What follows belongs to an exercise in optimizing a design on an open flow for small area and a short achievable clock period; a production flow would make more cautious choices.
No functional check of the RTL was part of this run.

`flow/run.sh`:
```
#!/bin/bash
# synth_recipe.tcl (not shown) runs the flow's synth.tcl, then flattens the netlist and writes it again
# the make line also repeats each setting of config.mk as NAME=value (left out here)
make -C /OpenROAD-flow-scripts/flow DESIGN_CONFIG=/design/flow/config.mk WORK_HOME=/design/flow/orfs CLKGATE_MAP_FILE= SYNTH_SCRIPT=/design/flow/synth_recipe.tcl finish
```
`flow/config.mk`:
```
export PLATFORM = sky130hd
export DESIGN_NAME = fifo_ecc72
export DESIGN_NICKNAME = fifo_ecc72
export VERILOG_FILES = /design/flow/design.v
export SDC_FILE = /design/flow/constraint.sdc
export NUM_CORES = 4
export LEC_CHECK = 0
export CAP_MARGIN = 20
export CORE_MARGIN = 2
export CORE_UTILIZATION = 40
export SLEW_MARGIN = 20
```
`flow/constraint.sdc`:
```
create_clock -name core_clock -period 7.0 [get_ports {clk}]
set_input_delay 1.4000 -clock core_clock [delete_from_list [all_inputs] [get_ports {clk}]]
set_output_delay 1.4000 -clock core_clock [all_outputs]
set_load 0.01 [all_outputs]
```
`flow/design.v`:
```
module FIFO36E2
#(
    parameter  [64:1] CASCADE_ORDER           = "NONE",
    parameter         CLOCK_DOMAINS           = "INDEPENDENT",
    parameter         EN_ECC_PIPE             = "FALSE",
    parameter         EN_ECC_READ             = "FALSE",
    parameter         EN_ECC_WRITE            = "FALSE",
    parameter         FIRST_WORD_FALL_THROUGH = "FALSE",
    parameter  [71:0] INIT                    = 72'h0,
    parameter   [0:0] IS_RSTREG_INVERTED      = 1'b0,
    parameter   [0:0] IS_RST_INVERTED         = 1'b0,
    parameter   [0:0] IS_RDCLK_INVERTED       = 1'b0,
    parameter   [0:0] IS_RDEN_INVERTED        = 1'b0,
    parameter   [0:0] IS_WRCLK_INVERTED       = 1'b0,
    parameter   [0:0] IS_WREN_INVERTED        = 1'b0,
    parameter integer PROG_EMPTY_THRESH       = 256,
    parameter integer PROG_FULL_THRESH        = 256,
    parameter         RDCOUNT_TYPE            = "RAW_PNTR",
    parameter integer READ_WIDTH              = 4,
    parameter         REGISTER_MODE           = "UNREGISTERED",
    parameter         RSTREG_PRIORITY         = "RSTREG",
    parameter         SLEEP_ASYNC             = "FALSE",
    parameter  [71:0] SRVAL                   = 72'h0,
    parameter         WRCOUNT_TYPE            = "RAW_PNTR",
    parameter integer WRITE_WIDTH             = 4
)
(
    input  [63:0] CASDIN,         
    input   [7:0] CASDINP,        
    input         CASDOMUX,      
    input         CASDOMUXEN,     
    output [63:0] CASDOUT,        
    output  [7:0] CASDOUTP,       
    output        CASNXTEMPTY,    
    input         CASNXTRDEN,     
    input         CASOREGIMUX,   
    input         CASOREGIMUXEN,  
    input         CASPRVEMPTY,    
    output        CASPRVRDEN,     
    input         INJECTDBITERR,  
    input         INJECTSBITERR,  
    output  [7:0] ECCPARITY,
    output        DBITERR,
    output        SBITERR,
    input         RST,
    input         RSTREG,
    input         SLEEP,
    input         RDCLK,
    input         RDEN,
    input         REGCE,
    output [63:0] DOUT,
    output  [7:0] DOUTP,
    output        EMPTY,
    output        FULL,
    output        PROGEMPTY,
    output        PROGFULL,
    output [13:0] RDCOUNT,
    output        RDERR,
    output        RDRSTBUSY,
    output [13:0] WRCOUNT,
    output        WRERR,
    output        WRRSTBUSY,
    input         WRCLK,
    input         WREN,
    input  [63:0] DIN,
    input   [7:0] DINP
);
    /*verilator lint_off WIDTH*/
    localparam [0:0] _CLOCK_DOMAINS   = (CLOCK_DOMAINS == "COMMON" ) ? 1'b1 : 1'b0;
    localparam [0:0] _EN_ECC_PIPE     = (EN_ECC_PIPE   == "TRUE"   ) ? 1'b1 : 1'b0;
    localparam [0:0] _EN_ECC_READ     = (EN_ECC_READ   == "TRUE"   ) ? 1'b1 : 1'b0;
    localparam [0:0] _EN_ECC_WRITE    = (EN_ECC_WRITE  == "TRUE"   ) ? 1'b1 : 1'b0;
    localparam [0:0] _RSTREG_PRIORITY = (RSTREG_PRIORITY == "REGCE") ? 1'b1 : 1'b0;
    localparam [0:0] _FWFT_MODE       = (FIRST_WORD_FALL_THROUGH == "TRUE") ? 1'b1 : 1'b0;
    localparam [4:0] _CASCADE_ORDER   = (CASCADE_ORDER == "PARALLEL") ? 5'b10001
                                      : (CASCADE_ORDER == "FIRST"   ) ? 5'b00010
                                      : (CASCADE_ORDER == "MIDDLE"  ) ? 5'b00100
                                      : (CASCADE_ORDER == "LAST"    ) ? 5'b01000
                                      : 5'b00000;
    localparam [1:0] _REGISTER_MODE   = (REGISTER_MODE == "UNREGISTERED") ? 2'b00
                                      : (REGISTER_MODE == "DO_PIPELINED") ? 2'b01
                                      : (REGISTER_MODE == "REGISTERED"  ) ? 2'b10
                                      : 2'b00;
    localparam [2:0] _RDCOUNT_TYPE    = (RDCOUNT_TYPE == "SYNC_PNTR"         ) ? 3'b001
                                      : (RDCOUNT_TYPE == "SIMPLE_DATACOUNT"  ) ? 3'b010
                                      : (RDCOUNT_TYPE == "EXTENDED_DATACOUNT") ? 3'b100
                                      : 3'b000;
    localparam [2:0] _WRCOUNT_TYPE    = (WRCOUNT_TYPE == "SYNC_PNTR"         ) ? 3'b001
                                      : (WRCOUNT_TYPE == "SIMPLE_DATACOUNT"  ) ? 3'b010
                                      : (WRCOUNT_TYPE == "EXTENDED_DATACOUNT") ? 3'b100
                                      : 3'b000;
    /*verilator lint_on WIDTH*/
    localparam integer _DEPTH_LOG2    = 5;
    localparam integer _DEPTH         = 1 << _DEPTH_LOG2;
    localparam integer _PW            = _DEPTH_LOG2 + 5;
    localparam [_PW:0] _FULL_SPAN     = 1 << _PW;
    localparam        _RD_ADDR_INC    = (READ_WIDTH ==  4) ? 2
                                      : (READ_WIDTH ==  9) ? 4
                                      : (READ_WIDTH == 18) ? 8
                                      : (READ_WIDTH == 36) ? 16
                                      : (READ_WIDTH == 72) ? 32
                                      : 2;
    localparam        _WR_ADDR_INC    = (WRITE_WIDTH ==  4) ? 2
                                      : (WRITE_WIDTH ==  9) ? 4
                                      : (WRITE_WIDTH == 18) ? 8
                                      : (WRITE_WIDTH == 36) ? 16
                                      : (WRITE_WIDTH == 72) ? 32
                                      : 2;
    localparam [13:0] _WR_ADDR_MSK    = (WRITE_WIDTH ==  4) ? 14'b11111111111110
                                      : (WRITE_WIDTH ==  9) ? 14'b11111111111100
                                      : (WRITE_WIDTH == 18) ? 14'b11111111111000
                                      : (WRITE_WIDTH == 36) ? 14'b11111111110000
                                      : (WRITE_WIDTH == 72) ? 14'b11111111100000
                                      : 14'b11111111111110;
    localparam  [7:0] _INITP          = (READ_WIDTH <= 9)  ? {8{INIT[    8]}}
                                      : (READ_WIDTH == 18) ? {4{INIT[17:16]}}
                                      : (READ_WIDTH == 36) ? {2{INIT[35:32]}}
                                      :                      {1{INIT[71:64]}};
    localparam [63:0] _INIT           = (READ_WIDTH <= 9)  ? {8{INIT[ 7: 0]}}
                                      : (READ_WIDTH == 18) ? {4{INIT[15: 0]}}
                                      : (READ_WIDTH == 36) ? {2{INIT[31: 0]}}
                                      :                      {1{INIT[63: 0]}};
    localparam  [7:0] _SRVALP         = (READ_WIDTH <= 9)  ? {8{SRVAL[    8]}}
                                      : (READ_WIDTH == 18) ? {4{SRVAL[17:16]}}
                                      : (READ_WIDTH == 36) ? {2{SRVAL[35:32]}}
                                      :                      {1{SRVAL[71:64]}};
    localparam [63:0] _SRVAL          = (READ_WIDTH <= 9)  ? {8{SRVAL[ 7: 0]}}
                                      : (READ_WIDTH == 18) ? {4{SRVAL[15: 0]}}
                                      : (READ_WIDTH == 36) ? {2{SRVAL[31: 0]}}
                                      :                      {1{SRVAL[63: 0]}};
    localparam        pipe_dly        = { 31'b0, _EN_ECC_PIPE }
                                      + { 31'b0, _REGISTER_MODE[1] }
                                      + { 31'b0, _FWFT_MODE };
    localparam wr_adj      = (_RD_ADDR_INC >= _WR_ADDR_INC) ? _RD_ADDR_INC / _WR_ADDR_INC
                           : 1;
    localparam rdcount_adj = (_RDCOUNT_TYPE[2]) ? pipe_dly
                           : 0;
    localparam wrcount_adj = (((_WR_ADDR_INC >= _RD_ADDR_INC) && (pipe_dly == 0)) ||
                              ((_WR_ADDR_INC >= pipe_dly * _RD_ADDR_INC) && (pipe_dly > 0))) ? 1
                           : ((pipe_dly > 1) || (_FWFT_MODE)) ? pipe_dly * wr_adj
                           : 0;
    function [7:0] fn_ecc
    (
        input        encode,
        input [63:0] d_i,
        input  [7:0] dp_i
    );
    begin
        fn_ecc[0] = ^{ dp_i[0] & ~encode, d_i & 64'b1010101_1010101010101010101010101010101_101010101010101_1010101_101_1 };
        fn_ecc[1] = ^{ dp_i[1] & ~encode, d_i & 64'b1100110_1100110011001100110011001100110_110011001100110_1100110_110_1 };
        fn_ecc[2] = ^{ dp_i[2] & ~encode, d_i & 64'b1111000_1111000011110000111100001111000_111100001111000_1111000_111_0 };
        fn_ecc[3] = ^{ dp_i[3] & ~encode, d_i & 64'b0000000_1111111100000000111111110000000_111111110000000_1111111_000_0 };
        fn_ecc[4] = ^{ dp_i[4] & ~encode, d_i & 64'b0000000_1111111111111111000000000000000_111111111111111_0000000_000_0 };
        fn_ecc[5] = ^{ dp_i[5] & ~encode, d_i & 64'b0000000_1111111111111111111111111111111_000000000000000_0000000_000_0 };
        fn_ecc[6] = ^{ dp_i[6] & ~encode, d_i & 64'b1111111_0000000000000000000000000000000_000000000000000_0000000_000_0 };
        fn_ecc[7] = (encode) ? ^{ fn_ecc[6:0], d_i } : ^{ dp_i[7:0], d_i };
    end
    endfunction
    function [71:0] fn_cor_bit
    (
        input  [6:0] error_bit,
        input [63:0] d_i,
        input  [7:0] dp_i
    );
    reg [71:0] _d;
    begin
        _d = { d_i[63:57], dp_i[6], d_i[56:26], dp_i[5], d_i[25:11], dp_i[4],
               d_i[10:4], dp_i[3], d_i[3:1], dp_i[2], d_i[0], dp_i[1:0], dp_i[7] };
        _d[error_bit] = ~_d[error_bit];
        fn_cor_bit = { _d[0], _d[64], _d[32], _d[16], _d[8], _d[4], _d[2], _d[1],
                       _d[71:65], _d[63:33], _d[31:17], _d[15:9], _d[7:5], _d[3] };
    end
    endfunction
    wire        _w_GSR = 1'b0;
    wire        _w_RDCLK;
    wire        _w_WRCLK;
    assign _w_RDCLK = (IS_RDCLK_INVERTED[0]) ? ~RDCLK : RDCLK;
    assign _w_WRCLK = (IS_WRCLK_INVERTED[0]) ? ~WRCLK : WRCLK;
    wire        _w_RST    = RST ^ IS_RST_INVERTED[0];
    wire        _w_RSTREG = (!_REGISTER_MODE[0]) ? _w_RDRST
                          : (!_RSTREG_PRIORITY) ? RSTREG ^ IS_RSTREG_INVERTED[0]
                          : (RSTREG ^ IS_RSTREG_INVERTED[0]) & REGCE;
    reg         _r_WRRST;
    reg   [1:0] _r_WRRST_busy;
    reg   [2:0] _r_WRRST_done;
    wire        _w_RDRST;
    reg   [1:0] _r_RDRST_cdc;
    reg   [2:0] _r_RDRST_busy;
    reg   [2:0] _r_RDRST_done;
    always @ (posedge _w_WRCLK) begin : P_WR_RESET
        if (_w_RST & ~WRRSTBUSY) begin
            _r_WRRST <= 1'b1;
        end
        else begin
            if (_CLOCK_DOMAINS) begin
                if (_r_WRRST) _r_WRRST <= 1'b0;
            end
            else begin
                if (_r_WRRST_done[2]) _r_WRRST <= 1'b0;
            end
        end
    end
generate
    if (_CLOCK_DOMAINS) begin
        assign _w_RDRST  = _r_WRRST;
        assign RDRSTBUSY = _r_WRRST;
        assign WRRSTBUSY = _r_WRRST;
    end
    else begin
        always @ (posedge _w_RDCLK) begin : P_RD_RESET_CDC
            if (_w_GSR) begin
                _r_RDRST_cdc <= 2'b00;
            end
            else begin
                _r_RDRST_cdc <= { _r_RDRST_cdc[0], _r_WRRST };
            end
        end
        always @ (posedge _w_RDCLK) begin : P_RD_RESET_DONE
            if (_w_GSR | ~_r_RDRST_cdc[1]) begin
                _r_RDRST_done <= 3'b000;
            end
            else begin
                _r_RDRST_done <= { _r_RDRST_done[1:0], _r_RDRST_cdc[1] };
            end
        end
        always @ (posedge _w_RDCLK) begin : P_RD_RESET_BUSY
            if (_w_GSR) begin
                _r_RDRST_busy <= 3'b000;
            end
            else begin
                _r_RDRST_busy <= { _r_RDRST_busy[1:0], _r_RDRST_cdc[1] };
            end
        end
        always @ (posedge _w_WRCLK) begin : P_WR_RESET_DONE
            if (_w_GSR | _r_WRRST_done[2]) begin
                _r_WRRST_done <= 3'b000;
            end
            else if (_r_WRRST) begin
                _r_WRRST_done <= { _r_WRRST_done[1:0], _r_RDRST_done[2] };
            end
        end
        always @ (posedge _w_WRCLK) begin : P_WR_RESET_BUSY
            if (_w_GSR) begin
                _r_WRRST_busy <= 2'b00;
            end
            else begin
                _r_WRRST_busy <= { _r_WRRST_busy[0], _r_RDRST_busy[2] };
            end
        end
        assign _w_RDRST  = _r_RDRST_cdc[1];
        assign RDRSTBUSY = _r_RDRST_cdc[1];
        assign WRRSTBUSY = _r_WRRST | _r_WRRST_busy[1];
    end
endgenerate
    reg   [1:0] _r_SLEEP_RD;  
    wire        _w_SLEEP_RD;
    reg   [1:0] _r_SLEEP_WR;  
    wire        _w_SLEEP_WR;
    always @ (posedge _w_RDCLK) begin : P_SLEEP_RD_CLK
        if (_w_GSR) begin
            _r_SLEEP_RD <= 2'b0;
        end
        else begin
            _r_SLEEP_RD <= { _r_SLEEP_RD[0], SLEEP };
        end
    end
    assign _w_SLEEP_RD = |{ _r_SLEEP_RD, SLEEP };
    always @ (posedge _w_WRCLK) begin : P_SLEEP_WR_CLK
        if (_w_GSR) begin
            _r_SLEEP_WR <= 2'b0;
        end
        else begin
            _r_SLEEP_WR <= { _r_SLEEP_WR[0], SLEEP };
        end
    end
    assign _w_SLEEP_WR = |{ _r_SLEEP_WR, SLEEP };
    wire        _w_RDEN = (|_CASCADE_ORDER[2:1])               
                        ? CASNXTRDEN & ~_w_SLEEP_RD            
                        : RDEN ^ IS_RDEN_INVERTED[0];          
    wire        _w_WREN = (|_CASCADE_ORDER[3:2])               
                        ? ~(CASPRVEMPTY | FULL | _w_SLEEP_WR)  
                        : WREN ^ IS_WREN_INVERTED[0];          
    wire  [7:0] _w_DINP = (|_CASCADE_ORDER[3:2])               
                        ? CASDINP                              
                        : DINP;                                
    wire [63:0] _w_DIN  = (|_CASCADE_ORDER[3:2])               
                        ? CASDIN                               
                        : DIN;                                 
    assign CASDOUT      = (|_CASCADE_ORDER[2:0])               
                        ? DOUT                                 
                        : 64'b0;                               
    assign CASDOUTP     = (|_CASCADE_ORDER[2:0])               
                        ? DOUTP                                
                        : 8'b0;                                
    assign CASNXTEMPTY  = (|_CASCADE_ORDER[2:1])               
                        ? EMPTY | _w_SLEEP_RD                  
                        : 1'b0;                                
    assign CASPRVRDEN   = (|_CASCADE_ORDER[3:2])               
                        ? ~(CASPRVEMPTY | FULL | _w_SLEEP_WR)  
                        : 1'b0;                                
    reg         _r_CASDOMUX;
    reg         _r_CASOREGIMUX;
    always @ (posedge _w_RDCLK) begin
        if (_w_GSR) begin
            _r_CASDOMUX    <= 1'b0;
            _r_CASOREGIMUX <= 1'b0;
        end
        else begin
            _r_CASDOMUX    <= (|_CASCADE_ORDER[4:2]) ? CASDOMUX    : 1'b0;
            _r_CASOREGIMUX <= (|_CASCADE_ORDER[4:2]) ? CASOREGIMUX : 1'b0;
        end
    end
    /*verilator lint_off MULTIDRIVEN*/
    reg   [7:0] _mem_blk_p [0:_DEPTH-1];  
    reg  [63:0] _mem_blk   [0:_DEPTH-1];  
    /*verilator lint_on MULTIDRIVEN*/
    wire        _w_wr_ena = _w_WREN & ~FULL & ~WRRSTBUSY;
    reg   [7:0] _r_ecc_reg_p1;
    reg  [_PW-1:0] _r_wr_addr_p0;
    reg  [_PW-1:0] _r_wr_addr_p1;
    wire [_PW-1:0] _w_wr_addr_nxt_p0;
    reg  [_PW-1:0] _r_rd_addr_cc1;
    reg  [_PW-1:0] _r_rd_addr_cc2;
    reg  [_PW-1:0] _r_rd_addr_cc3;
    wire [_PW-1:0] _w_rd_addr_cc;
    always @ (posedge _w_WRCLK) begin : P_FIFO_WRITE
        reg [63:0] _v_data;  
        reg  [7:0] _v_ecc;   
        reg  [_DEPTH_LOG2-1:0] _v_word;  
        reg  [5:0] _v_bit;   
        if (_w_GSR) begin
            _r_ecc_reg_p1  <= 8'h00;
            _r_wr_addr_p0  <= 14'd0;
            _r_wr_addr_p1  <= 14'd0;
            _r_rd_addr_cc1 <= 14'd0;
            _r_rd_addr_cc2 <= 14'd0;
            _r_rd_addr_cc3 <= 14'd0;
        end
        else if (WRRSTBUSY) begin
            _r_wr_addr_p0  <= 14'd0;
            _r_wr_addr_p1  <= 14'd0;
            _r_rd_addr_cc1 <= 14'd0;
            _r_rd_addr_cc2 <= 14'd0;
            _r_rd_addr_cc3 <= 14'd0;
        end
        else begin
            if (_w_wr_ena) begin
                if (_w_SLEEP_WR) begin
                    $display("Error: WRITE on port B attempted while in SLEEP mode");
                    _r_ecc_reg_p1 <= 8'h00;
                end
                else begin
                    if (_EN_ECC_WRITE) begin
                        if (INJECTDBITERR) begin
                            _v_data = _w_DIN ^ 64'h4000000040000000;
                        end
                        else if (INJECTSBITERR) begin
                            _v_data = _w_DIN ^ 64'h0000000040000000;
                        end
                        else begin
                            _v_data = _w_DIN;
                        end
                        _v_ecc         = fn_ecc(1'b1, _w_DIN, _w_DINP);
                        _r_ecc_reg_p1 <= _v_ecc;
                    end
                    else begin
                        _v_data        = _w_DIN;
                        _v_ecc         = _w_DINP;
                        _r_ecc_reg_p1 <= 8'h00;
                    end
                    _v_word = _r_wr_addr_p0[_PW-1:5];
                    _v_bit  = { _r_wr_addr_p0[4:0], 1'b0 };
                    if (WRITE_WIDTH == 4) begin
                        _mem_blk  [_v_word][_v_bit+:4]      <= _v_data[3:0];
                    end
                    else if (WRITE_WIDTH == 9) begin
                        _mem_blk_p[_v_word][_v_bit[5:3]]    <= _v_ecc[0];
                        _mem_blk  [_v_word][_v_bit+:8]      <= _v_data[7:0];
                    end
                    else if (WRITE_WIDTH == 18) begin
                        _mem_blk_p[_v_word][_v_bit[5:3]+:2] <= _v_ecc[1:0];
                        _mem_blk  [_v_word][_v_bit+:16]     <= _v_data[15:0];
                    end
                    else if (WRITE_WIDTH == 36) begin
                        _mem_blk_p[_v_word][_v_bit[5:3]+:4] <= _v_ecc[3:0];
                        _mem_blk  [_v_word][_v_bit+:32]     <= _v_data[31:0];
                    end
                    else if (WRITE_WIDTH == 72) begin
                        _mem_blk_p[_v_word]                 <= _v_ecc;
                        _mem_blk  [_v_word]                 <= _v_data;
                    end
                end
            end
            _r_wr_addr_p0 <= _w_wr_addr_nxt_p0;
            if (!_CLOCK_DOMAINS) begin
                _r_wr_addr_p1  <= _r_wr_addr_p0;
                _r_rd_addr_cc1 <= _r_rd_addr_p1;
                _r_rd_addr_cc2 <= _r_rd_addr_cc1;
                _r_rd_addr_cc3 <= _r_rd_addr_cc2;
            end
        end
    end
    assign _w_wr_addr_nxt_p0 = (_w_wr_ena) ? _r_wr_addr_p0 + _WR_ADDR_INC[_PW-1:0] : _r_wr_addr_p0;
    assign _w_rd_addr_cc     = (_CLOCK_DOMAINS) ? _r_rd_addr_p0 : _r_rd_addr_cc3;
    assign ECCPARITY         = _r_ecc_reg_p1;
    reg  [13:0] _r_wr_count;
    always @ (posedge _w_WRCLK) begin
        reg [_PW:0] v_wr_count;
        if (_w_GSR || WRRSTBUSY) begin
            _r_wr_count <= 14'd0;
        end
        else begin
            v_wr_count = { 1'b0, _r_wr_addr_p0 - _w_rd_addr_cc };
            if (v_wr_count == 0) v_wr_count[_PW] = FULL;
            v_wr_count = v_wr_count / _WR_ADDR_INC;
            if (_WRCOUNT_TYPE[2])
                _r_wr_count <= { 3'b0, v_wr_count } + wrcount_adj[13:0];
            else
                _r_wr_count <= { 3'b0, v_wr_count };
        end
    end
    assign WRCOUNT = (_WRCOUNT_TYPE[0]) ? _w_wr_addr_cc / _WR_ADDR_INC
                   : (|_WRCOUNT_TYPE[2:1]) ? _r_wr_count
                   : _r_wr_addr_p0 / _WR_ADDR_INC;
    wire        _w_rd_ena;
  assign _w_rd_ena = (_w_RDEN ||
                        ((fill_lat || fill_reg || fill_ecc) && ~_w_SLEEP_RD)) &&
                        ~ram_empty && ~_w_RDRST;
    reg  [_PW-1:0] _r_rd_addr_p0;
    reg  [_PW-1:0] _r_rd_addr_p1;
    wire [_PW-1:0] _w_rd_addr_nxt_p0;
    reg  [_PW-1:0] _r_wr_addr_cc1;
    reg  [_PW-1:0] _r_wr_addr_cc2;
    reg  [_PW-1:0] _r_wr_addr_cc3;
    wire [_PW-1:0] _w_wr_addr_cc;
    reg   [7:0] _r_rd_ecc_p1;
    reg  [63:0] _r_rd_data_p1;
    reg         _r_sbiterr_p1;
    reg         _r_dbiterr_p1;
    always @ (posedge _w_RDCLK) begin : P_FIFO_READ_P1
        reg [63:0] _v_data;  
        reg  [7:0] _v_ecc;   
        reg  [7:0] _v_synd;  
        reg        _v_sbit;  
        reg        _v_dbit;  
        reg  [_DEPTH_LOG2-1:0] _v_word;  
        reg  [5:0] _v_bit;   
        if (_w_GSR) begin
            _r_rd_addr_p0  <= 14'd0;
            _r_rd_addr_p1  <= 14'd0;
            _r_wr_addr_cc1 <= 14'd0;
            _r_wr_addr_cc2 <= 14'd0;
            _r_wr_addr_cc3 <= 14'd0;
            _r_rd_ecc_p1   <= _INITP;
            _r_rd_data_p1  <= _INIT;
            first_read     <= 1'b0;
            rdcount_en     <= 1'b0;
        end
        else if (_w_RDRST) begin
            _r_rd_addr_p0  <= 14'd0;
            _r_rd_addr_p1  <= 14'd0;
            _r_wr_addr_cc1 <= 14'd0;
            _r_wr_addr_cc2 <= 14'd0;
            _r_wr_addr_cc3 <= 14'd0;
            _r_rd_ecc_p1   <= _SRVALP;
            _r_rd_data_p1  <= _SRVAL;
            _r_sbiterr_p1  <= 1'b0;
            _r_dbiterr_p1  <= 1'b0;
            first_read     <= 1'b0;
            rdcount_en     <= 1'b0;
        end
        else begin
            if (_w_rd_ena) begin
                if (_w_SLEEP_RD) begin
                    $display("Error: READ on port A attempted while in SLEEP mode");
                    _r_rd_ecc_p1  <= 8'h00;
                    _r_rd_data_p1 <= 64'hDEADDEAD;
                end
                else begin
                    _v_word = _r_rd_addr_p0[_PW-1:5];
                    _v_bit  = { _r_rd_addr_p0[4:0], 1'b0 };
                    if (READ_WIDTH == 4) begin
                        _v_ecc  =   8'b0;
                        _v_data = { 60'b0, _mem_blk  [_v_word][_v_bit+:4] };
                    end
                    else if (READ_WIDTH == 9) begin
                        _v_ecc  = { 7'b0,  _mem_blk_p[_v_word][_v_bit[5:3]] };
                        _v_data = { 56'b0, _mem_blk  [_v_word][_v_bit+:8] };
                    end
                    else if (READ_WIDTH == 18) begin
                        _v_ecc  = { 6'b0,  _mem_blk_p[_v_word][_v_bit[5:3]+:2] };
                        _v_data = { 48'b0, _mem_blk  [_v_word][_v_bit+:16] };
                    end
                    else if (READ_WIDTH == 36) begin
                        _v_ecc  = { 4'b0,  _mem_blk_p[_v_word][_v_bit[5:3]+:4] };
                        _v_data = { 32'b0, _mem_blk  [_v_word][_v_bit+:32] };
                    end
                    else if (READ_WIDTH == 72) begin
                        _v_ecc  =          _mem_blk_p[_v_word];
                        _v_data =          _mem_blk  [_v_word];
                    end
                    if (_EN_ECC_READ) begin
                        _v_synd = fn_ecc(1'b0, _v_data, _v_ecc);
                        _v_sbit = (|_v_synd) &  _v_synd[7];
                        _v_dbit = (|_v_synd) & ~_v_synd[7];
                        if (_v_sbit) begin
                            { _r_rd_ecc_p1, _r_rd_data_p1 } <= fn_cor_bit(_v_synd[6:0], _v_data, _v_ecc);
                        end
                        else begin
                            { _r_rd_ecc_p1, _r_rd_data_p1 } <= { _v_ecc, _v_data };
                        end
                        _r_sbiterr_p1 <= _v_sbit;
                        _r_dbiterr_p1 <= _v_dbit;
                    end
                    else begin
                        _r_rd_ecc_p1  <= _v_ecc;
                        _r_rd_data_p1 <= _v_data;
                        _r_sbiterr_p1 <= 1'b0;
                        _r_dbiterr_p1 <= 1'b0;
                    end
                    first_read <= 1'b1;
                    rdcount_en <= 1'b1;
                end
            end
            else if (_w_RDEN) begin
                rdcount_en <= 1'b1;
            end
            _r_rd_addr_p0 <= _w_rd_addr_nxt_p0;
            if (!_CLOCK_DOMAINS) begin
                _r_rd_addr_p1  <= _r_rd_addr_p0;
                _r_wr_addr_cc1 <= _r_wr_addr_p1;
                _r_wr_addr_cc2 <= _r_wr_addr_cc1;
                _r_wr_addr_cc3 <= _r_wr_addr_cc2;
            end
        end
    end
    assign _w_rd_addr_nxt_p0 = (_w_rd_ena) ? _r_rd_addr_p0 + _RD_ADDR_INC[_PW-1:0] : _r_rd_addr_p0;
    assign _w_wr_addr_cc     = (_CLOCK_DOMAINS) ? _r_wr_addr_p0 : _r_wr_addr_cc3;
    reg   [7:0] _r_rd_ecc_p2;
    reg  [63:0] _r_rd_data_p2;
    reg         _r_sbiterr_p2;
    reg         _r_dbiterr_p2;
    always @ (posedge _w_RDCLK) begin : P_DATA_PIPE_P2
        if (_w_GSR) begin
            _r_rd_ecc_p2  <= _INITP;
            _r_rd_data_p2 <= _INIT;
            _r_sbiterr_p2 <= 1'b0;
            _r_dbiterr_p2 <= 1'b0;
        end
        else if (_w_RDRST) begin
            _r_rd_ecc_p2  <= _SRVALP;
            _r_rd_data_p2 <= _SRVAL;
            _r_sbiterr_p2 <= 1'b0;
            _r_dbiterr_p2 <= 1'b0;
        end
        else if (WREN_ecc) begin
            _r_rd_ecc_p2  <= _r_rd_ecc_p1;
            _r_rd_data_p2 <= _r_rd_data_p1;
            _r_sbiterr_p2 <= _r_sbiterr_p1;
            _r_dbiterr_p2 <= _r_dbiterr_p1;
        end
    end
    reg   [7:0] _r_rd_ecc_p3;
    reg  [63:0] _r_rd_data_p3;
    reg         _r_sbiterr_p3;
    reg         _r_dbiterr_p3;
    always @ (posedge _w_RDCLK) begin : P_DATA_PIPE_P3
        if (_w_GSR) begin
            _r_rd_ecc_p3  <= _INITP;
            _r_rd_data_p3 <= _INIT;
        end
        else if (_w_RSTREG) begin
            _r_rd_ecc_p3  <= _SRVALP;
            _r_rd_data_p3 <= _SRVAL;
        end
        else if (REGCE_A_int) begin
            if (_r_CASOREGIMUX) begin
                _r_rd_ecc_p3  <= CASDINP;
                _r_rd_data_p3 <= CASDIN;
            end
            else begin
                _r_rd_ecc_p3  <= (_EN_ECC_PIPE) ? _r_rd_ecc_p2  : _r_rd_ecc_p1;
                _r_rd_data_p3 <= (_EN_ECC_PIPE) ? _r_rd_data_p2 : _r_rd_data_p1;
            end
        end
    end
    assign DOUTP = (_r_CASDOMUX) ? CASDINP
                 : (|_REGISTER_MODE) ? _r_rd_ecc_p3
                 : (_EN_ECC_PIPE) ? _r_rd_ecc_p2
                 : _r_rd_ecc_p1;
    assign DOUT  = (_r_CASDOMUX) ? CASDIN
                 : (|_REGISTER_MODE) ? _r_rd_data_p3
                 : (_EN_ECC_PIPE) ? _r_rd_data_p2
                 : _r_rd_data_p1;
    always @ (posedge _w_RDCLK) begin : P_ECC_PIPE_P3
        if (_w_GSR) begin
            _r_sbiterr_p3 <= 1'b0;
            _r_dbiterr_p3 <= 1'b0;
        end
        else if (_w_RDRST) begin
            _r_sbiterr_p3 <= 1'b0;
            _r_dbiterr_p3 <= 1'b0;
        end
        else if (REGCE_A_int) begin
            _r_sbiterr_p3 <= (_EN_ECC_PIPE) ? _r_sbiterr_p2 : _r_sbiterr_p1;
            _r_dbiterr_p3 <= (_EN_ECC_PIPE) ? _r_dbiterr_p2 : _r_dbiterr_p1;
        end
    end
    assign SBITERR = (|_REGISTER_MODE) ? _r_sbiterr_p3
                   : (_EN_ECC_PIPE) ? _r_sbiterr_p2
                   : _r_sbiterr_p1;
    assign DBITERR = (|_REGISTER_MODE) ? _r_dbiterr_p3
                   : (_EN_ECC_PIPE) ? _r_dbiterr_p2
                   : _r_dbiterr_p1;
    reg  [13:0] _r_rd_count;
generate
    if ((_WR_ADDR_INC == _RD_ADDR_INC) && (_CLOCK_DOMAINS) && (_RDCOUNT_TYPE[2])) begin : EXT_RD_COUNT
        always @ (posedge _w_RDCLK) begin
            if (_w_GSR) begin
                _r_rd_count <= 14'd0;
            end
            else if (_w_RDRST) begin
                _r_rd_count <= 14'd0;
            end
            else begin
                case ({ EMPTY, _w_RDEN, _w_wr_ena })
                    3'b000 : _r_rd_count <= _r_rd_count;
                    3'b001 : _r_rd_count <= _r_rd_count + 14'd1;
                    3'b010 : _r_rd_count <= _r_rd_count - 14'd1;
                    3'b011 : _r_rd_count <= _r_rd_count;
                    3'b100 : _r_rd_count <= _r_rd_count;
                    3'b101 : _r_rd_count <= _r_rd_count + 14'd1;
                    3'b110 : _r_rd_count <= _r_rd_count;
                    3'b111 : _r_rd_count <= _r_rd_count;
                endcase
            end
        end
    end
    else begin
        always @ (posedge _w_RDCLK) begin
            reg [_PW:0] v_rd_count;
            if (_w_GSR) begin
                _r_rd_count <= 14'd0;
            end
            else if (_w_RDRST) begin
                _r_rd_count <= 14'd0;
            end
            else if (rdcount_en) begin
                v_rd_count = { 1'b0, _w_wr_addr_cc - _r_rd_addr_p0 };
                if (v_rd_count == 0) v_rd_count[_PW] = FULL;
                v_rd_count = v_rd_count / _RD_ADDR_INC;
                _r_rd_count <= { 3'b0, v_rd_count } + rdcount_adj[13:0];
            end
        end
    end
endgenerate
assign RDCOUNT = (_RDCOUNT_TYPE[0]) ? _w_rd_addr_cc / _RD_ADDR_INC
               : (|_RDCOUNT_TYPE[2:1]) ? _r_rd_count
               : _r_rd_addr_p0 / _RD_ADDR_INC;
  wire RDEN_lat;
  wire WREN_lat;
  wire RDEN_reg;
  reg  fill_lat;
  reg  fill_reg;
  wire WREN_ecc;
  wire RDEN_ecc;
  reg  fill_ecc;
  wire REGCE_A_int;
  wire prog_empty;
  reg prog_empty_cc;
  reg  ram_full_c;
  wire ram_empty;
  reg  ram_empty_i;
  reg  ram_empty_c;
  reg  o_lat_empty;
  reg  o_reg_empty;
  reg  o_ecc_empty;
  wire o_stages_empty;
  wire prog_full;
  reg  prog_full_reg;
  reg  r_RDERR;
  reg  r_WRERR;
  reg first_read;
  reg rdcount_en;
  wire [_PW-1:0] full_count;
  wire [_PW-1:0] next_full_count;
  wire [_PW-1:0] full_count_masked;
  wire [_PW:0] m_full;
  wire [_PW:0] m_full_raw;
  wire [_PW:0] prog_full_val;
  wire [_PW-1:0] prog_empty_val;
  reg ram_full_i;
  wire ram_one_from_full_i;
  wire ram_two_from_full_i;
  wire ram_one_from_full;
  wire ram_two_from_full;
  wire ram_one_read_from_not_full;
  wire [_PW-1:0] empty_count;
  wire [_PW-1:0] next_empty_count;
  wire ram_one_read_from_empty_i;
  wire ram_one_read_from_empty;
  wire ram_one_write_from_not_empty;
  wire ram_one_write_from_not_empty_i;
   assign REGCE_A_int = (_REGISTER_MODE[0]) ? RDEN_reg : REGCE;
   assign RDEN_lat = _w_RDEN || ((fill_reg || fill_ecc || fill_lat) && ~_w_SLEEP_RD);
   assign WREN_lat = _w_rd_ena;
   assign RDEN_ecc = (_w_RDEN || fill_reg) && (_EN_ECC_PIPE);
   assign WREN_ecc = (_w_RDEN || fill_reg || fill_ecc) && ~o_lat_empty &&
                       (_EN_ECC_PIPE) && first_read;
   assign RDEN_reg = _w_RDEN || fill_reg ;
    assign o_stages_empty =
         (pipe_dly == 0) ? ram_empty :
         (pipe_dly == 1) ? o_lat_empty :
         (pipe_dly == 3) ? o_reg_empty :  
        ((pipe_dly == 2) && (!_EN_ECC_PIPE)) ?
          o_reg_empty :  
          o_ecc_empty ;  
   always @ (posedge _w_RDCLK) begin
      if (_w_GSR || _w_RDRST) begin
         o_lat_empty <= 1'b1;
         end
      else if (RDEN_lat) begin
         o_lat_empty <= ram_empty;
      end
      else if (WREN_lat == 1) begin
         o_lat_empty <= 1'b0;
         end
      end
generate
    if (pipe_dly > 0) begin : G_FILL_LAT
   always @ (negedge _w_RDCLK) begin
      if (_w_GSR || _w_RDRST || _w_SLEEP_RD) begin
         fill_lat  <= 0;
         end
      else if (o_lat_empty) begin
         if (pipe_dly>0) begin
            fill_lat  <= ~ram_empty;
         end
      end
      else begin
         fill_lat  <= 0;
         end
      end
    end
    else begin : G_NO_FILL_LAT
        assign fill_lat = 1'b0;
    end
endgenerate
    always @ (posedge _w_RDCLK) begin
        if (_w_GSR) begin
            o_reg_empty <= 1'b1;
        end
        else if (_w_RDRST) begin
            o_reg_empty <= 1'b1;
        end
        else if (RDEN_reg) begin
            o_reg_empty <= (_EN_ECC_PIPE) ? o_ecc_empty : o_lat_empty;
        end
    end
generate
    if (pipe_dly > 0) begin : G_FILL_REG
   always @ (negedge _w_RDCLK) begin
      if (_w_GSR || _w_RDRST || _w_SLEEP_RD) begin
          fill_reg <= 0;
          end
      else if ((o_lat_empty == 0) && (o_reg_empty == 1) &&
               (!_EN_ECC_PIPE) &&
               (pipe_dly==2)) begin
          fill_reg <= 1;
          end
      else if ((o_ecc_empty == 0) && (o_reg_empty == 1) &&
               (pipe_dly==3)) begin
          fill_reg <= first_read;
          end
      else begin
          fill_reg <= 0;
          end
      end
    end
    else begin : G_NO_FILL_REG
        assign fill_reg = 1'b0;
    end
endgenerate
   always @ (posedge _w_RDCLK) begin
      if (_w_GSR || _w_RDRST) begin
          o_ecc_empty <= 1;
         end
      else if (RDEN_ecc || WREN_ecc) begin
          o_ecc_empty <= o_lat_empty;
         end
      end
generate
    if (pipe_dly > 0) begin : G_FILL_ECC
   always @ (negedge _w_RDCLK) begin
      if (_w_GSR || _w_RDRST || _w_SLEEP_RD) begin
          fill_ecc <= 0;
      end
      else if ((o_lat_empty == 0) && (o_ecc_empty == 1) && first_read &&
               (_EN_ECC_PIPE & (_REGISTER_MODE[1] | _FWFT_MODE))) begin
          fill_ecc <= 1;
      end
      else begin
          fill_ecc <= 0;
      end
   end
    end
    else begin : G_NO_FILL_ECC
        assign fill_ecc = 1'b0;
    end
endgenerate
    always @ (posedge _w_RDCLK) begin : READ_ERROR
        if (_w_GSR)
            r_RDERR <= 1'b0;
        else
            r_RDERR <= _w_RDEN & (EMPTY | _w_RDRST);
    end
    assign RDERR = r_RDERR;
    always @ (posedge _w_WRCLK) begin : WRITE_ERROR
        if (_w_GSR)
            r_WRERR <= 1'b0;
        else
            r_WRERR <= _w_WREN & (FULL | WRRSTBUSY);
    end
    assign WRERR = r_WRERR;
   assign prog_full = ((full_count_masked <= prog_full_val[_PW-1:0]) && ((full_count > 14'd0) || FULL));
   assign prog_full_val = _FULL_SPAN - (PROG_FULL_THRESH[_PW:0] * _WR_ADDR_INC) + m_full;
   assign m_full = (pipe_dly == 0) ? 15'd0 : (((m_full_raw - 15'd1) / _WR_ADDR_INC) + 15'd1) * _WR_ADDR_INC;
   assign m_full_raw = pipe_dly[_PW:0] * _RD_ADDR_INC;
   assign prog_empty_val = (PROG_EMPTY_THRESH[_PW-1:0] - pipe_dly[_PW-1:0] + 14'd1) * _RD_ADDR_INC;
   assign full_count_masked = full_count & _WR_ADDR_MSK;
   assign full_count        = _w_rd_addr_cc - _r_wr_addr_p0;
   assign next_full_count   = _w_rd_addr_nxt_p0 - _w_wr_addr_nxt_p0;
   assign FULL = (_CLOCK_DOMAINS) ? ram_full_c : ram_full_i;
   assign ram_one_from_full_i = ((full_count < 2*_WR_ADDR_INC) && (full_count > 14'd0));
   assign ram_two_from_full_i = ((full_count < 3*_WR_ADDR_INC) && (full_count > 14'd0));
   assign ram_one_from_full = (next_full_count < _WR_ADDR_INC) && ~ram_full_c;
   assign ram_two_from_full = (next_full_count < 2*_WR_ADDR_INC) && ~ram_full_c;
   assign ram_one_read_from_not_full = (next_full_count >= _WR_ADDR_INC) && ram_full_c;
   always @ (posedge _w_WRCLK) begin
      if (_w_GSR || WRRSTBUSY) begin
         ram_full_c <= 1'b0;
         end
      else if (_w_wr_ena &&
               (_w_rd_ena && (_RD_ADDR_INC < _WR_ADDR_INC)) &&
               ram_one_from_full) begin
         ram_full_c <= 1'b1;
         end
      else if (_w_wr_ena && ~_w_rd_ena && ram_one_from_full) begin
         ram_full_c <= 1'b1;
         end
      else if (_w_rd_ena && ram_one_read_from_not_full) begin
         ram_full_c <= 1'b0;
         end
      else begin
         ram_full_c <= ram_full_c;
         end
      end
   always @ (posedge _w_WRCLK) begin
      if (_w_GSR || WRRSTBUSY) begin
         ram_full_i <= 1'b0;
         end
      else if (_w_wr_ena && ram_two_from_full_i && ~ram_full_i) begin
         ram_full_i <= 1'b1;
         end
      else if (~ram_one_from_full_i) begin
         ram_full_i <= 1'b0;
         end
      else begin
         ram_full_i <= ram_full_i;
         end
      end
   assign PROGFULL = prog_full_reg;
   always @ (posedge _w_WRCLK) begin
      if (_w_GSR || WRRSTBUSY) begin
         prog_full_reg <= 1'b0;
         end
      else begin
         prog_full_reg <= prog_full;
         end
      end
   assign empty_count      = _w_wr_addr_cc - _r_rd_addr_p0;
   assign next_empty_count = _w_wr_addr_nxt_p0 - _w_rd_addr_nxt_p0;
   assign EMPTY = o_stages_empty;
   assign ram_empty = (_CLOCK_DOMAINS) ? ram_empty_c : ram_empty_i;
   assign ram_one_read_from_empty_i = (empty_count < 2*_RD_ADDR_INC) && (empty_count >= _RD_ADDR_INC) && ~ram_empty;
   assign ram_one_read_from_empty = (next_empty_count < _RD_ADDR_INC) && ~ram_empty;
   assign ram_one_write_from_not_empty = (next_empty_count >= _RD_ADDR_INC) && ram_empty;
   assign ram_one_write_from_not_empty_i = (_RD_ADDR_INC < _WR_ADDR_INC) ? EMPTY : ((empty_count + _WR_ADDR_INC) >= _RD_ADDR_INC);
   assign prog_empty = ((empty_count < prog_empty_val) || (_CLOCK_DOMAINS && ram_empty)) && (~FULL | ~_CLOCK_DOMAINS);
   always @ (posedge _w_RDCLK) begin
      if (_w_GSR || _w_RDRST)
         ram_empty_c <= 1'b1;
      else if (~_w_wr_ena &&
               _w_rd_ena  &&
               (ram_one_read_from_empty || ram_empty_c))
         ram_empty_c <= 1'b1;
      else if (_w_wr_ena &&
              (_w_rd_ena && (_RD_ADDR_INC > _WR_ADDR_INC)) &&
              (ram_one_read_from_empty || ram_empty_c))
         ram_empty_c <= 1'b1;
      else if ( _w_wr_ena && (ram_one_write_from_not_empty && ram_empty_c))
         ram_empty_c <= 1'b0;
      else
         ram_empty_c <= ram_empty_c;
      end
   always @ (posedge _w_RDCLK) begin
      if (_w_GSR || _w_RDRST)
         ram_empty_i <= 1'b1;
      else if (_w_rd_ena && ram_one_read_from_empty_i)  
         ram_empty_i <= 1'b1;
      else if (empty_count < _RD_ADDR_INC)
         ram_empty_i <= 1'b1;
      else
         ram_empty_i <= 1'b0;
      end
   assign PROGEMPTY = prog_empty_cc;
   always @ (posedge _w_RDCLK) begin
      if (_w_GSR || _w_RDRST)
         prog_empty_cc <= 1'b1;
      else
         prog_empty_cc <= prog_empty;
      end
endmodule
module fifo_ecc72 (
    input         clk,
    input         RST,
    input         WREN,
    input  [63:0] DIN,
    input   [7:0] DINP,
    output        FULL,
    output        PROGFULL,
    output [13:0] WRCOUNT,
    output        WRERR,
    output        WRRSTBUSY,
    input         RDEN,
    output [63:0] DOUT,
    output  [7:0] DOUTP,
    output        EMPTY,
    output        PROGEMPTY,
    output [13:0] RDCOUNT,
    output        RDERR,
    output        RDRSTBUSY,
    output        SBITERR,
    output        DBITERR
);
    FIFO36E2 #(
        .CASCADE_ORDER           ("NONE"),
        .CLOCK_DOMAINS           ("COMMON"),
        .EN_ECC_PIPE             ("FALSE"),
        .EN_ECC_READ             ("TRUE"),
        .EN_ECC_WRITE            ("FALSE"),
        .FIRST_WORD_FALL_THROUGH ("FALSE"),
        .PROG_EMPTY_THRESH       (4),
        .PROG_FULL_THRESH        (24),
        .RDCOUNT_TYPE            ("SIMPLE_DATACOUNT"),
        .READ_WIDTH              (72),
        .REGISTER_MODE           ("UNREGISTERED"),
        .WRCOUNT_TYPE            ("SIMPLE_DATACOUNT"),
        .WRITE_WIDTH             (72)
    ) u_fifo (
        .CASDIN        (64'b0),
        .CASDINP       (8'b0),
        .CASDOMUX      (1'b0),
        .CASDOMUXEN    (1'b0),
        .CASDOUT       (),
        .CASDOUTP      (),
        .CASNXTEMPTY   (),
        .CASNXTRDEN    (1'b0),
        .CASOREGIMUX   (1'b0),
        .CASOREGIMUXEN (1'b0),
        .CASPRVEMPTY   (1'b0),
        .CASPRVRDEN    (),
        .INJECTDBITERR (1'b0),
        .INJECTSBITERR (1'b0),
        .ECCPARITY     (),
        .DBITERR       (DBITERR),
        .SBITERR       (SBITERR),
        .RST           (RST),
        .RSTREG        (1'b0),
        .SLEEP         (1'b0),
        .RDCLK         (clk),
        .RDEN          (RDEN),
        .REGCE         (1'b1),
        .DOUT          (DOUT),
        .DOUTP         (DOUTP),
        .EMPTY         (EMPTY),
        .FULL          (FULL),
        .PROGEMPTY     (PROGEMPTY),
        .PROGFULL      (PROGFULL),
        .RDCOUNT       (RDCOUNT),
        .RDERR         (RDERR),
        .RDRSTBUSY     (RDRSTBUSY),
        .WRCOUNT       (WRCOUNT),
        .WRERR         (WRERR),
        .WRRSTBUSY     (WRRSTBUSY),
        .WRCLK         (clk),
        .WREN          (WREN),
        .DIN           (DIN),
        .DINP          (DINP)
    );
endmodule
```
==> flow_summary_export.csv <==
group,metric,value,unit
outcome,outcome,"complete, no violations",
global_routing,grt_antenna_before_repair,29,
synthesis,syn-cell-area,96680,sq um
critical_path,crit_arrival,7.53,ns
sta,fin_ws,0.1968,ns
synthesis,syn_avg_cell_area,20.04,sq um
job,maxCapViolations,0,
critical_path,path_max_fanout,20,
critical_path,cpMostUsedCell,"buf_4",
placement,place_worst_setup_slack,0.3139,ns
detailed_routing,wl_per_cell,33.57,microns
critical_path,cp-start-kind,"register",
clock_tree,clk_root_buffer_cell,"clkbuf_16",
global_routing,grt_pass1_wl,401.2,mm
synthesis,synth_top_area_frac,0.7157,
floorplan,start_util,0.4019,
final_layout,layoutNonFillerInstCount,8639,
detailed_routing,via_per_inst,5.975,
sta,fin_skew,0.02925,ns
clock_tree,ctsHoldBuffers,0,
detailed_routing,drc,0,
synthesis,synth_top_area_cell,"edfxtp_1",
synthesis,yosysWarnings,4,
sta,tns,0,ns
clock_tree,clock_latency,0.87,ns
floorplan,rows,180,
clock_tree,cts_buffers,237,
detailed_routing,vias,51614,
sta,finalCritPeriodShare,0.9719,
final_layout,area_growth,15.12,%
synthesis,synth_cells,4825,
critical_path,crit_type,"reg -> reg",
placement,post-place-cells,8193,
global_routing,grt_pass1_vias,50292,
synthesis,post-synth-top-count-cell,"edfxtp_1",
final_layout,top_regs,"u_fifo._mem_blk: 2048 flops, u_fifo._mem_blk_p: 256 flops, u_fifo._r_rd_data_p1: 64 flops",
clock_tree,cts_num_sinks,2408,
floorplan,core_area,240500,sq um
floorplan,die_y,495.6,microns
sta,setup_violations,0,
global_routing,grt_max_degree,82,
clock_tree,clk_pin_slew_worst_paths,0.06,ns
global_routing,gr-usage-all-layers,0.2328,
sta,fin_crit,6.803,ns
critical_path,critPathCaptureType,"register",
synthesis,async_flop_share,0,
placement,dp.final_hpwl,162.5,mm
floorplan,die_width,495.6,microns
final_layout,nets,5351,
critical_path,path_cells,"buf_12 > buf_4 > buf_4 > mux4_2 > a2111oi_0 > a22o_1 > xnor2_1 > xnor3_1 > xnor2_4 > xor3_1 > buf_4 > nand3_1 > nor3_1 > nand3b_1 > a21oi_1 > nand3_1 > o211ai_1 > o311ai_1",
detailed_routing,wirelength,290.0,mm
synthesis,ys_ff_latch,2408,
synthesis,ys.flop_type,"edfxtp_1",
synthesis,synth_edf_count,2304,
sta,rsz0062_at_grt,"false",
final_layout,largest_reg_flops,2048,
floorplan,ios,186,
final_layout,drive_above_1_share,0.2378,
global_routing,grt_overflow,0,
sta,max_freq,147.0,MHz
final_layout,largest_register,"u_fifo._mem_blk",
placement,io_buffers,169,
sta,slew_headroom,0.1927,
synthesis,synth_common_cells,"edfxtp_1, mux4_2, mux2i_1",
detailed_routing,postRouteAntennaNets,0,
synthesis,synth_seq_area_share,0.7372,
detailed_routing,first_iter_violations,6814,
synthesis,netlist-cell-type-count,99,
placement,gp_congestion,0.9091,
clock_tree,cts_tree,"yes",
clock_tree,htree_levels,4,
sta,hold_viol,0,
critical_path,crit_required,7.73,ns
critical_path,r2r_setup_slack,0.20,ns
sta,tightestPinTransition,1.211,ns
clock_tree,cts_buffer_depth,3,
sta,finalMaxSlewViolations,0,
floorplan,die_area,245600,sq um
synthesis,synthTopCellsByArea,"edfxtp_1, mux4_2, mux2i_1",
critical_path,cpPeakStageDelay,0.68,ns
hold_path,hold_path_class,"reg -> reg",
detailed_routing,firstDrtPassIters,5,
critical_path,slowest_stage,"a22o_1",
==> cell usage in the layout (no fill, tap or decap), types with 38 or more instances in the layout <==
cell type	count
nand4_1	39
dfxtp_1	98
mux2i_1	313
mux4_2	489
clkbuf_16	240
clkdlybuf4s50_1	149
clkinv_2	51
buf_12	69
a22oi_1	94
clkinv_1	62
nor2_1	121
nand3_1	66
clkbuf_1	38
a21oi_1	58
edfxtp_1	2304
nand2_1	162
buf_4	221
xnor2_1	72
inv_1	39
o22ai_1	48
==> layout make-up <==
class / count / area (sq um)
Clock buffer: 284 / 6225
Inverter: 47 / 180.2
Multi-Input combinational cell: 2092 / 23480
Fill cell: 20101 / 129200
Clock inverter: 153 / 1365
Sequential cell: 2408 / 71290
Timing Repair Buffer: 465 / 4756
Tap cell: 3185 / 3985
Antenna cell: 5 / 12.51
==> worst max-delay path, delay by kind of cell, from the launching register on <==
| family | cells | cell delay [ns] |
|---|---|---|
| mux | 1 | 0.55 |
| simple gates | 4 | 0.79 |
| compound gates | 5 | 2.32 |
| buf+inv | 4 | 1.13 |
| flops | 1 | 0.52 |
| xor+xnor | 4 | 1.31 |
==> metal layers <==
metal  up-vias  part of all wire  GRT usage
met1     27805              0.42     0.3366
li1      20714                 -          -
met2      2624              0.46     0.3630
met4        18             0.029    0.06895
met3       453             0.087    0.04025
met5         -           0.00041          0
==> through the flow <==
step           cell area [sq um]  utilization  hold slack [ns]
2_1_floorplan              96730            -           0.4726
3_3_place_gp              103600       0.4309           0.4424
3_5_place_dp              103700       0.4311           0.4496
4_1_cts                   111300       0.4627           0.4581
5_1_grt                   111300       0.4626           0.4757
6_report                  111300       0.4627           0.4556
==> final timing paths <==
path | start | end | depth (start not counted)
min | u_fifo._r_rd_data_p1[23]$_SDFFE_PP0P_ | u_fifo._r_rd_data_p1[23]$_SDFFE_PP0P_ | 2
max reg2reg | u_fifo._r_rd_addr_p0[5]$_SDFF_PP0_ | u_fifo._r_rd_data_p1[32]$_SDFFE_PP0P_ | 18
max | u_fifo._r_rd_addr_p0[5]$_SDFF_PP0_ | u_fifo._r_rd_data_p1[32]$_SDFFE_PP0P_ | 18
min reg2reg | u_fifo._r_rd_data_p1[23]$_SDFFE_PP0P_ | u_fifo._r_rd_data_p1[23]$_SDFFE_PP0P_ | 2
==> timing repair <==
action / 4_1_cts / 5_1_grt
buffers inserted: 0 / 0
resized for setup: 0 / 1
setup endpoints to repair: 0 / 6
==> logic make-up (layout without fill, tap and decap cells) <==
logic type,Yosys count,in the layout,share of synthesized area
other cells,1,21,0.00003879
flops,2408,2408,0.7372
buf+inv,340,949,0.02377
simple gates,593,593,0.03003
compound gates,475,475,0.03610
mux,842,842,0.1512
fa+ha+maj,24,24,0.003339
xor+xnor,142,142,0.01837

## static timing again, ports no longer ideal
In the flow no input, the clock included, has a driving cell. The finished layout below was timed again as built, in two steps.
Step 1: set_driving_cell puts a clkbuf_16 on clk and a buf_2 on each other input, an assumption about the parent block.
Step 2 moves the port delays by t, midway between the first and last clock arrival at a register: inputs arrive t later, outputs are due t later. That takes back most of the time a late clock gives input paths.
a / b / c = ideal ports / drivers / drivers and shift; a / b = the first two.
t, ns: 0.950
setup slack, ns: 0.197 / 0.197 / 0.197
latest minus earliest clock arrival (ns): 0.036 / 0.036
After both steps this run still meets setup and hold. The setup slack of this run moves by 0.000 ns with the drivers and by 0.000 ns with both steps.
